This is an optimization exercise on Yosys and OpenROAD, whose aim is small area, a short achievable clock period and few clock cycles per item, not a production implementation. In this exercise RTL edits were held to simulation tests only and were not proved equivalent to the original.

[flow/design.v]
module skid_buffer #(parameter WIDTH = 8)(
    input  logic clk, rstn, s_valid, m_ready,
    input  logic [WIDTH-1:0] s_data,
    output logic [WIDTH-1:0] m_data,
    output logic m_valid, s_ready
);
    assign s_ready = !m_valid || m_ready;
    wire load = s_valid && s_ready;
    always_ff @(posedge clk or negedge rstn)
        if (!rstn) m_valid <= 1'b0;
        else if (s_ready) m_valid <= s_valid;
    always_ff @(posedge clk)
        if (load) m_data <= s_data;
endmodule
module averaging_filter (
    input  logic [199:0] img,
    output logic [199:0] final_img
);
    function automatic logic [7:0] pix(input logic [199:0] im, input integer r, input integer c);
        if (r < 0 || r > 4 || c < 0 || c > 4) pix = 8'd0;
        else pix = im[(r*5 + c)*8 +: 8];
    endfunction
    genvar r, c;
    for (r = 0; r < 5; r++) begin : g_r
        for (c = 0; c < 5; c++) begin : g_c
            wire [11:0] s = pix(img, r-1, c-1) + pix(img, r-1, c) + pix(img, r-1, c+1)
                          + pix(img, r,   c-1) + pix(img, r,   c) + pix(img, r,   c+1)
                          + pix(img, r+1, c-1) + pix(img, r+1, c) + pix(img, r+1, c+1);
            assign final_img[(r*5 + c)*8 +: 8] = s / 4'd9;
        end
    end
endmodule
module axis_averaging_filter #(
    parameter R_I=5, C_I=5, W_I=8, R_K=3, C_K=3,
              DEPTH = $clog2(R_K*C_K),
              LATENCY = DEPTH + 1)(
    input                       clk, rstn,
    output                      s_axis_averaging_ready,
    input                       s_axis_averaging_valid,
    input  [R_I*C_I*W_I-1:0]    s_axis_averaging_data,
    input                       m_axis_averaging_ready,
    output                      m_axis_averaging_valid,
    output [R_I*C_I*W_I-1:0]    m_axis_averaging_data
);
    wire [R_I*C_I*W_I-1:0] f_data;
    averaging_filter AVERAGING_FILTER (
        .img(s_axis_averaging_data),
        .final_img(f_data)
    );
    skid_buffer #(.WIDTH(R_I*C_I*W_I)) SKID (
        .clk(clk), .rstn(rstn),
        .s_ready(s_axis_averaging_ready),
        .s_valid(s_axis_averaging_valid),
        .s_data (f_data),
        .m_ready(m_axis_averaging_ready),
        .m_valid(m_axis_averaging_valid),
        .m_data (m_axis_averaging_data)
    );
endmodule
[flow/run.sh]
#!/bin/bash
# synth_recipe.tcl (not shown) runs the flow's synth.tcl, then flattens the netlist and writes it again
# the make line also repeats each setting of config.mk as NAME=value (left out here)
make -C /OpenROAD-flow-scripts/flow DESIGN_CONFIG=/design/flow/config.mk WORK_HOME=/design/flow/orfs CLKGATE_MAP_FILE= SYNTH_SCRIPT=/design/flow/synth_recipe.tcl finish
[flow/config.mk]
export PLATFORM = sky130hd
export DESIGN_NAME = axis_averaging_filter
export DESIGN_NICKNAME = axis_averaging_filter
export VERILOG_FILES = /design/flow/design.v
export SDC_FILE = /design/flow/constraint.sdc
export NUM_CORES = 8
export LEC_CHECK = 0
export CAP_MARGIN = 20
export CORE_MARGIN = 2
export CORE_UTILIZATION = 40
export SLEW_MARGIN = 20
[flow/constraint.sdc]
create_clock -name core_clock -period 8.5 [get_ports {clk}]
set_input_delay 1.7000 -clock core_clock [delete_from_list [all_inputs] [get_ports {clk}]]
set_output_delay 1.7000 -clock core_clock [all_outputs]
set_load 0.01 [all_outputs]
==> results.txt, run 1 <==
* Residual DRC at 0
* Hold WC Path Type: reg2reg
* Register area share after synthesis at a little under a tenth
* Synth Flop Type: edfxtp_1
* Worst-Margin Slew at around 820 ps
* RD Place Congestion at about 1.0
* Clock latency on the worst-skew pair at around 590 ps
* Most frequent cells in the layout: 2849 x buf_4, 1098 x inv_1, 646 x fa_1, 404 x nor2_1, 356 x nand2_1
* CP required at 8820 ps
* Drt pass-1 iters at 8
* Worst Path Arrival at approximately 10000 ps
* CP max FO at 6
* DR vias/cell at 5.52
* Number of max-cap violations at 0
* Num CTS Buffers at 17
* Hold slack at roughly 560 ps
* # fillers at roughly 13000
* Synth-to-Final Area Change at 64.6%
* Global route overflow at 0
* Worst setup SP type: input port
* Post-synth EDFFs at between 150 and 200
* Clock root buffer: clkbuf_16
* DP HPWL at around 220000 um
* IO buf count at between 400 and 500
* Fin crit share at 115%
* Worst Slack Setup Final at -1280 ps
* Syn. warnings at 2
* Clk_skew at between 20 and 30 ps
* Max frequency at 102 MHz
* Nets at 12100
* Max-slew headroom at roughly 45%
* CTS tree: done
* Deepest clock path buffer count at 2
* Die H at ~400 um
* Setup violations, final at a little over 50
* Number of global-route vias before repair at between 70000 and 80000
* CTS Sinks at slightly below 200
* Status: failed layout checks
* Kind of end point of the critical path: register
* First-pass GRT wire length at between 400000 and 500000 um
* Post-Synthesis Cell Area at 61800 sq um
* 1st-iter DRT viols at between 4000 and 5000
* Critical path's slowest cell: fa_1
* Routed wire length at between 200000 and 300000 um
* Number of routed nets with antenna violations at 0
* Initial antenna violation count at 32
* DR vias at just over 70000
* Routed length per instance at approximately 21 um
* Top-Level Pins at 406
* Final Slew Violations at 0
* Period minus WS final at slightly below 10000 ps
* Synth unique cells at 140
* Commonest non-fill, non-tap cell in the layout: buf_4
* Initial core utilization at about two fifths
* Post-synthesis async set-or-reset flop share at less than 1%
* SO Viols: negative setup slack
* Mean Syn Cell Area at just over 8 sq um
* Largest net degree at the start of global routing at ~110
* Setup TNS at -26750 ps
* Core area at approximately 150000 sq um
* Total Routing Usage GR at between 30 and 40%
* Largest stage delay, worst path at about 550 ps
* Number of hold buffers added after CTS at 0
* Crit path kind: in2reg
* RSZ-0062 raised after global routing: yes
* Layout cells sized above 1 at around 44%
* Die width at about 400 um
* Die Area at 158000 sq um
* Reg clk slew, reported paths at approximately 70 ps
* Hold Violations, Final at 0
* Htree depth at 4
* Post-Syn Instances at approximately 7400
* FF/Latch Area at around 5900 sq um
* Multi-input gate area at roughly 60000 sq um
* Row Count at 144
* FF+latch count, synth at between 150 and 200
[critical path, delay by kind of cell]
kind | cells | cell delay, ps
fa+ha+maj | 7 | 2680
buf+inv | 7 | 670
compound gates | 16 | 2590
xor+xnor | 2 | 290
simple gates | 7 | 1790
mux | 1 | 350
[worst paths after layout]
| check | start | cells after the start | slack (ps) | endpoint |
|---|---|---|---|---|
| setup / recovery | s_axis_averaging_data[57] | 40 | -1280 | SKID.m_data[104] |
| hold / removal | SKID.m_valid | 2 | 560 | SKID.m_valid |
| setup reg to reg | SKID.m_valid | 3 | 6260 | SKID.m_data[45] |
| hold reg to reg | SKID.m_valid | 2 | 560 | SKID.m_valid |
| max in group asynchronous | rstn | 1 | 7130 | SKID.m_valid |
| min in group asynchronous | rstn | 1 | 1270 | SKID.m_valid |
[synthesized netlist by cell type, types with 28 or more instances]
master | count | area (sq um)
nand3_1 | 157 | 786
inv_1 | 1209 | 4540
a211o_1 | 47 | 412
xor2_1 | 100 | 876
a31oi_1 | 81 | 507
a21oi_1 | 471 | 2360
o211ai_1 | 88 | 661
nand4_1 | 46 | 288
nor3_1 | 192 | 961
o21ai_0 | 384 | 1920
a22oi_1 | 31 | 233
maj3_1 | 48 | 480
and2_1 | 63 | 394
mux2i_1 | 67 | 671
o21a_1 | 105 | 788
o311ai_0 | 31 | 272
o221ai_1 | 31 | 272
nand2_1 | 395 | 1480
or2_2 | 54 | 338
o211a_1 | 28 | 280
o21ai_1 | 43 | 215
edfxtp_1 | 196 | 5890
nor2b_1 | 40 | 250
o21bai_1 | 83 | 623
fa_1 | 722 | 14500
and3_1 | 55 | 344
o22ai_1 | 71 | 444
o31ai_1 | 69 | 518
nand2b_1 | 72 | 450
or3_1 | 64 | 400
a21o_1 | 178 | 1340
a211oi_1 | 123 | 923
nor2_1 | 462 | 1730
clkbuf_1 | 128 | 480
ha_1 | 462 | 5780
nor4_1 | 55 | 344
a2111oi_0 | 32 | 280
xnor2_1 | 291 | 2550
[sequential cells by signal (all words and copies together), names as in the netlist]
register,count
SKID.m_data,196
SKID.m_valid,1
[logic make-up after synthesis]
logic type / after synthesis / share of synthesized area [%]
flops: 197 / 9.57
fa+ha+maj: 1232 / 33.5
buf+inv: 1378 / 8.51
mux: 89 / 1.49
other cells: 1 / 0.00607
simple gates: 1794 / 14.5
xor+xnor: 398 / 5.77
compound gates: 2344 / 26.6
[timing repair]
action,CTS,global route
pin swaps,924,422
endpoints found under the setup margin,73,68
resized for setup,1227,437
setup buffers,343,96
[final cells by class]
class,count,area share [%]
antenna,24,0.0591
clock buffer,18,0.422
clock inverter,14,0.128
inverter,1214,4.52
multi-input combinational,5861,59.0
sequential,197,5.81
tap,2044,2.51
timing repair buffer,3438,27.5
[through the flow]
step / setup WS, ps / instance area (sq um) / utilization (%) / cells
after floorplan: -1650 / 65300 / - / 7436
after global placement: -2470 / 91100 / 59.3 / 12300
after detailed placement: -2520 / 91100 / 59.3 / 12300
after CTS: -1170 / 99200 / 64.5 / 12700
after global routing: -1570 / 102000 / 66.1 / 12800
final: -1280 / 102000 / 66.2 / 12800
[metal layers]
| metal | vias up | track usage (%) | wire length (um) |
|---|---|---|---|
| met5 | - | 0 | 54 |
| met4 | 10 | 14.6 | 13100 |
| met3 | 530 | 6.43 | 19600 |
| met2 | 2299 | 56.2 | 128000 |
| met1 | 34800 | 41.0 | 107000 |
| li1 | 33200 | - | - |
Testbench counts, summed over its fixed seeds: cycles 2,056, items 2,048.
==> inputs of run 2 (changes only) <==
==> flow/design.v (replaced) <==
module skid_buffer #(parameter WIDTH = 8)(
    input  logic clk, rstn, s_valid, m_ready,
    input  logic [WIDTH-1:0] s_data,
    output logic [WIDTH-1:0] m_data,
    output logic m_valid, s_ready
);
    assign s_ready = !m_valid || m_ready;
    wire load = s_valid && s_ready;
    always_ff @(posedge clk or negedge rstn)
        if (!rstn) m_valid <= 1'b0;
        else if (s_ready) m_valid <= s_valid;
    always_ff @(posedge clk)
        if (load) m_data <= s_data;
endmodule
module averaging_filter (
    input  logic [199:0] img,
    output logic [299:0] sums
);
    logic [7:0]  p [5][5];
    logic [9:0]  h [5][5];    
    logic [11:0] s [5][5];    
    always_comb begin
        for (int r = 0; r < 5; r++)
            for (int c = 0; c < 5; c++)
                p[r][c] = img[(r*5 + c)*8 +: 8];
    end
    genvar r, c;
    for (r = 0; r < 5; r++) begin : g_row
        wire [8:0] ab = p[r][0] + p[r][1];
        wire [8:0] bc = p[r][1] + p[r][2];
        wire [8:0] de = p[r][3] + p[r][4];
        assign h[r][0] = ab;
        assign h[r][1] = ab + p[r][2];
        assign h[r][2] = bc + p[r][3];
        assign h[r][3] = de + p[r][2];
        assign h[r][4] = de;
    end
    for (c = 0; c < 5; c++) begin : g_col
        wire [10:0] ab = h[0][c] + h[1][c];
        wire [10:0] bc = h[1][c] + h[2][c];
        wire [10:0] de = h[3][c] + h[4][c];
        assign s[0][c] = ab;
        assign s[1][c] = ab + h[2][c];
        assign s[2][c] = bc + h[3][c];
        assign s[3][c] = de + h[2][c];
        assign s[4][c] = de;
    end
    for (r = 0; r < 5; r++) begin : g_dr
        for (c = 0; c < 5; c++) begin : g_dc
            assign sums[(r*5 + c)*12 +: 12] = s[r][c];
        end
    end
endmodule
module divide_all (
    input  logic [299:0] sums,
    output logic [199:0] final_img
);
    for (genvar i = 0; i < 25; i++) begin : g_d
        div9 u_d (.s(sums[i*12 +: 12]), .q(final_img[i*8 +: 8]));
    end
endmodule
module div9 (
    input  logic [11:0] s,
    output logic [7:0]  q
);
    wire [13:0] t = {s, 3'b000} - s;
    wire [19:0] u = {t, 6'b000000} + t + 20'd256;
    assign q = u[19:12];
endmodule
module axis_averaging_filter #(
    parameter R_I=5, C_I=5, W_I=8, R_K=3, C_K=3,
              DEPTH = $clog2(R_K*C_K),
              LATENCY = DEPTH + 1)(
    input                       clk, rstn,
    output                      s_axis_averaging_ready,
    input                       s_axis_averaging_valid,
    input  [R_I*C_I*W_I-1:0]    s_axis_averaging_data,
    input                       m_axis_averaging_ready,
    output                      m_axis_averaging_valid,
    output [R_I*C_I*W_I-1:0]    m_axis_averaging_data
);
    wire [299:0] sums, sums_q;
    averaging_filter AVERAGING_FILTER (
        .img(s_axis_averaging_data),
        .sums(sums)
    );
    skid_buffer #(.WIDTH(300)) SKID (
        .clk(clk), .rstn(rstn),
        .s_ready(s_axis_averaging_ready),
        .s_valid(s_axis_averaging_valid),
        .s_data (sums),
        .m_ready(m_axis_averaging_ready),
        .m_valid(m_axis_averaging_valid),
        .m_data (sums_q)
    );
    divide_all DIVIDE (
        .sums(sums_q),
        .final_img(m_axis_averaging_data)
    );
endmodule
==> run 2 against run 1 <==
Worst hold slack got worse by 3.2 ps. Design area decreased by 47%. Highest routed layer unchanged. Fmax is 29% higher. Area after synthesis down 24%. Synthesized cell count is 30% lower. Critical path depth fell by 22. Now clean on timing, DRC and antenna. Clock-buffer cell count grew 22. Critical endpoint is now m_axis_averaging_data[119].
==> results.txt, run 2 <==
* Die Area at 119000 sq um (-24%)
* 1st-iter DRT viols at 2425 (-50%)
* Period minus WS final at 7590 ps (-2200 ps)
* Fin crit share at 89.2% (-26 points)
* Max reg flops at 280 (+43%)
* CP required at 6800 ps (-2020 ps)
* First-pass GRT wire length at 217000 um (-47%)
* # fillers at 11100 (-12%)
* Max frequency at 132 MHz (+29%)
* FF+latch count, synth at 281 (+43%)
* Hold Violations, Final at 0 (unchanged)
* Count leader, synth: ha_1
* Largest net degree at the start of global routing at 119 (+11%)
* Layout Utilization at 46.6% (-20 points)
* Die H at 346 um (-13%)
* Synth cell count leaders: 968 x ha_1, 842 x inv_1, 495 x xnor2_1
* Clock root buffer: clkbuf_16
* Post-synth EDFFs at 280 (+43%)
* Post-CTS Setup Bufs at 0 (-100%)
* Deepest clock path buffer count at 3 (+1)
* Syn. warnings at 5 (+3)
* DR vias/cell at 5.31 (-3.9%)
* Post-Syn Instances at 5216 (-30%)
* Post-synthesis async set-or-reset flop share at 0.356% (-0.15 points)
* Routed wire length at 146000 um (-46%)
* Most common cell on crit path: ha_1
* Clk_skew at 14.5 ps (-10.7 ps)
* Nets at 7031 (-42%)
* Htree depth at 2 (-2)
* Worst Slack Setup Final at 915 ps (+2200 ps)
* RSZ-0062 raised after global routing: no
* CP max FO at 5 (-1)
* Critical path's slowest cell: clkdlybuf4s50_1
* Routed length per instance at 20.1 um (-3.9%)
* IO buf count at 405 (+1.0%)
* Crit path kind: reg2out
* Post-Synthesis Cell Area at 46700 sq um (-24%)
* Residual DRC at 0 (unchanged)
* Top flop regs: SKID.m_data x280, SKID.m_valid x1
* Final Slew Violations at 0 (unchanged)
* DR vias at 38400 (-46%)
* Worst Path Arrival at 5890 ps (-4210 ps)
* Number of routed nets with antenna violations at 0 (unchanged)
* Number of hold buffers added after CTS at 0 (unchanged)
* Commonest non-fill, non-tap cell in the layout: ha_1
* Most frequent cells in the layout: 968 x ha_1, 842 x inv_1, 495 x xnor2_1, 405 x clkdlybuf4s50_1, 356 x a21oi_1
* Total Routing Usage GR at 23.8% (-9.4 points)
* Num CTS Buffers at 36 (+19)
* Place WS at 702 ps (+3220 ps)
* DP HPWL at 127000 um (-43%)
* Max-slew headroom at 23.5% (-21 points)
* Hold WC Path Type: reg2reg
* Global route overflow at 0 (unchanged)
* Kind of end point of the critical path: primary output
* Reg clk slew, reported paths at 60 ps (about the same)
* Register area share after synthesis at 18.1% (+8.5 points)
* Synth unique cells at 91 (-35%)
* Clock latency on the worst-skew pair at 560 ps (-30 ps)
* CTS Sinks at 281 (+43%)
* Ranking of synthesized cells by area: ha_1 26%, edfxtp_1 18%, xnor2_1 9.3%, fa_1 7.6%, inv_1 6.8%
* Setup TNS at 0 ps (+26750 ps)
* Top-Level Pins at 406 (unchanged)
* Crit-path cells: ha_1 > nor4b_1 > o221ai_1 > o211ai_1 > a21oi_1 > xnor2_1 > inv_1 > ha_1 > ha_1 > nand4_1 > nor2_1 > a41oi_1 > nand2_1 > nand3_1 > a2111oi_2 > nand2_1 > xnor2_1 > clkdlybuf4s50_1
* Drt pass-1 iters at 5 (-3)
* Die width at 346 um (-13%)
* Worst-Margin Slew at 1140 ps (+316 ps)
* Worst setup SP type: register
* RD Place Congestion at 0.992 (-2.4%)
* Status: finished clean
* Reg-to-reg setup timing slack at 6280 ps (+20 ps)
* Row Count at 125 (-13%)
* Most area-hungry cell type in the Yosys netlist: ha_1
* Number of global-route vias before repair at 37700 (-48%)
* Synth-to-Final Area Change at 15.8%
* Setup violations, final at 0 (-100%)
* Top-area cell type share of the netlist area at 26.0% (+2.6 points)
* Layout cells sized above 1 at 2.35% (-42 points)
* Mean Syn Cell Area at 8.95 sq um (+7.7%)
* Initial core utilization at 40.3% (+0.076 points)
* CTS tree: done
* Register bank with the most flops: SKID.m_data
* Largest stage delay, worst path at 630 ps (+80 ps)
* Number of max-cap violations at 0 (unchanged)
* Initial antenna violation count at 19 (-41%)
* Core area at 116000 sq um (-25%)
* CTS resizes at 0 (-100%)
* Synth Flop Type: edfxtp_1
[run 2: cell count changes after synthesis, sizes merged, moves of 86 or more]
cell and change:
xor2 +131, a211oi -101, nor2 -136, nand2 -226
o21ai -224, fa -544, a21oi -121, xnor2 +205
ha +506, nand3 -86, inv -368, clkbuf -126
[run 2: final cells by class]
type / count / area [sq um] / area share, %
Clock buffer: 40 / 937 / 1.73
Inverter: 842 / 3160 / 5.85
Timing Repair Buffer: 430 / 4250 / 7.87
Sequential cell: 281 / 8430 / 15.6
Multi-Input combinational cell: 4090 / 35100 / 64.9
Antenna cell: 7 / 17.5 / 0.0324
Tap cell: 1524 / 1910 / 3.53
Clock inverter: 25 / 250 / 0.463
[run 2: worst max-delay path: cells and delay by family, from the launching register on]
family / cells / cell delay, ps
fa+ha+maj: 3 / 1040
buf+inv: 2 / 790
xor+xnor: 2 / 640
compound gates: 5 / 1200
simple gates: 6 / 1170
flops: 1 / 490
[run 2: final timing paths]
kind / from / to / cells past startpoint
setup / recovery: SKID.m_data[168] / m_axis_averaging_data[119] / 18
hold / removal: SKID.m_valid / SKID.m_valid / 2
setup reg to reg: SKID.m_valid / SKID.m_data[161] / 3
hold reg to reg: SKID.m_valid / SKID.m_valid / 2
max in group asynchronous: rstn / SKID.m_valid / 1
min in group asynchronous: rstn / SKID.m_valid / 1
[run 2: logic make-up (layout without fill, tap and decap cells)]
group / after synthesis / count (layout) / synth area share (%)
muxes: 10 / 10 / 0.223
AOI/OAI and AO/OA: 1160 / 1160 / 16.2
and+or+nand+nor: 1044 / 1044 / 11.3
other: 0 / 7 / 0
adders and majority gates: 1146 / 1146 / 33.6
DFF: 281 / 281 / 18.1
xor gates and xnor gates: 730 / 730 / 13.8
buffers and inverters: 845 / 1337 / 6.80
[run 2: per-layer routing]
| layer | track usage, % | vias to the layer above | share of wire (%) |
|---|---|---|---|
| li1 | - | 19200 | - |
| met1 | 31.3 | 18000 | 44 |
| met2 | 37.6 | 1073 | 43 |
| met3 | 7.83 | 150 | 9.9 |
| met4 | 5.78 | 14 | 2.2 |
| met5 | 0.560 | - | 0.12 |
[run 2: metrics by stage]
| stage | cell area (sq um) | cells | hold slack [ps] |
|---|---|---|---|
| after global routing | 54000 | 7237 | 614 |
| final | 54000 | 7239 | 556 |
| after floorplan | 46700 | 5216 | 622 |
| after CTS | 54000 | 7232 | 554 |
| after global placement | 52800 | 7167 | 526 |
| after detailed placement | 52800 | 7167 | 538 |
Testbench counts of run 2, summed over its fixed seeds: cycles 2,056, items 2,048.

afterwards: timing with drivers on the ports:
Ports are ideal in the flow. The routed layouts listed here were re-timed in OpenROAD. Step 1, drivers: a clkbuf_16 drives clk and a buf_2 each remaining input, both assumed. Step 2 adds t to the input delays and takes it off the output delays; t is the mean of the earliest and latest rising clock arrival at the registers after step 1. Input paths then give back, and output paths get back, about the clock's delay inside the block. Slacks: ideal / step 1 / step 2; pairs: ideal / step 1.
run	t, ns	setup slack, ns	worst setup path at the end	worst slew at a driven data input, ns	cell pins on the clock port's net
run 1	0.665	-1.281 / -1.295 / -1.960	input to register	0.21	1
run 2	0.628	0.915 / 0.837 / 0.565	input to register	0.20	1
The setup slack of run 1, which loses most, moves by -0.014 ns with the drivers and by -0.679 ns with both steps.
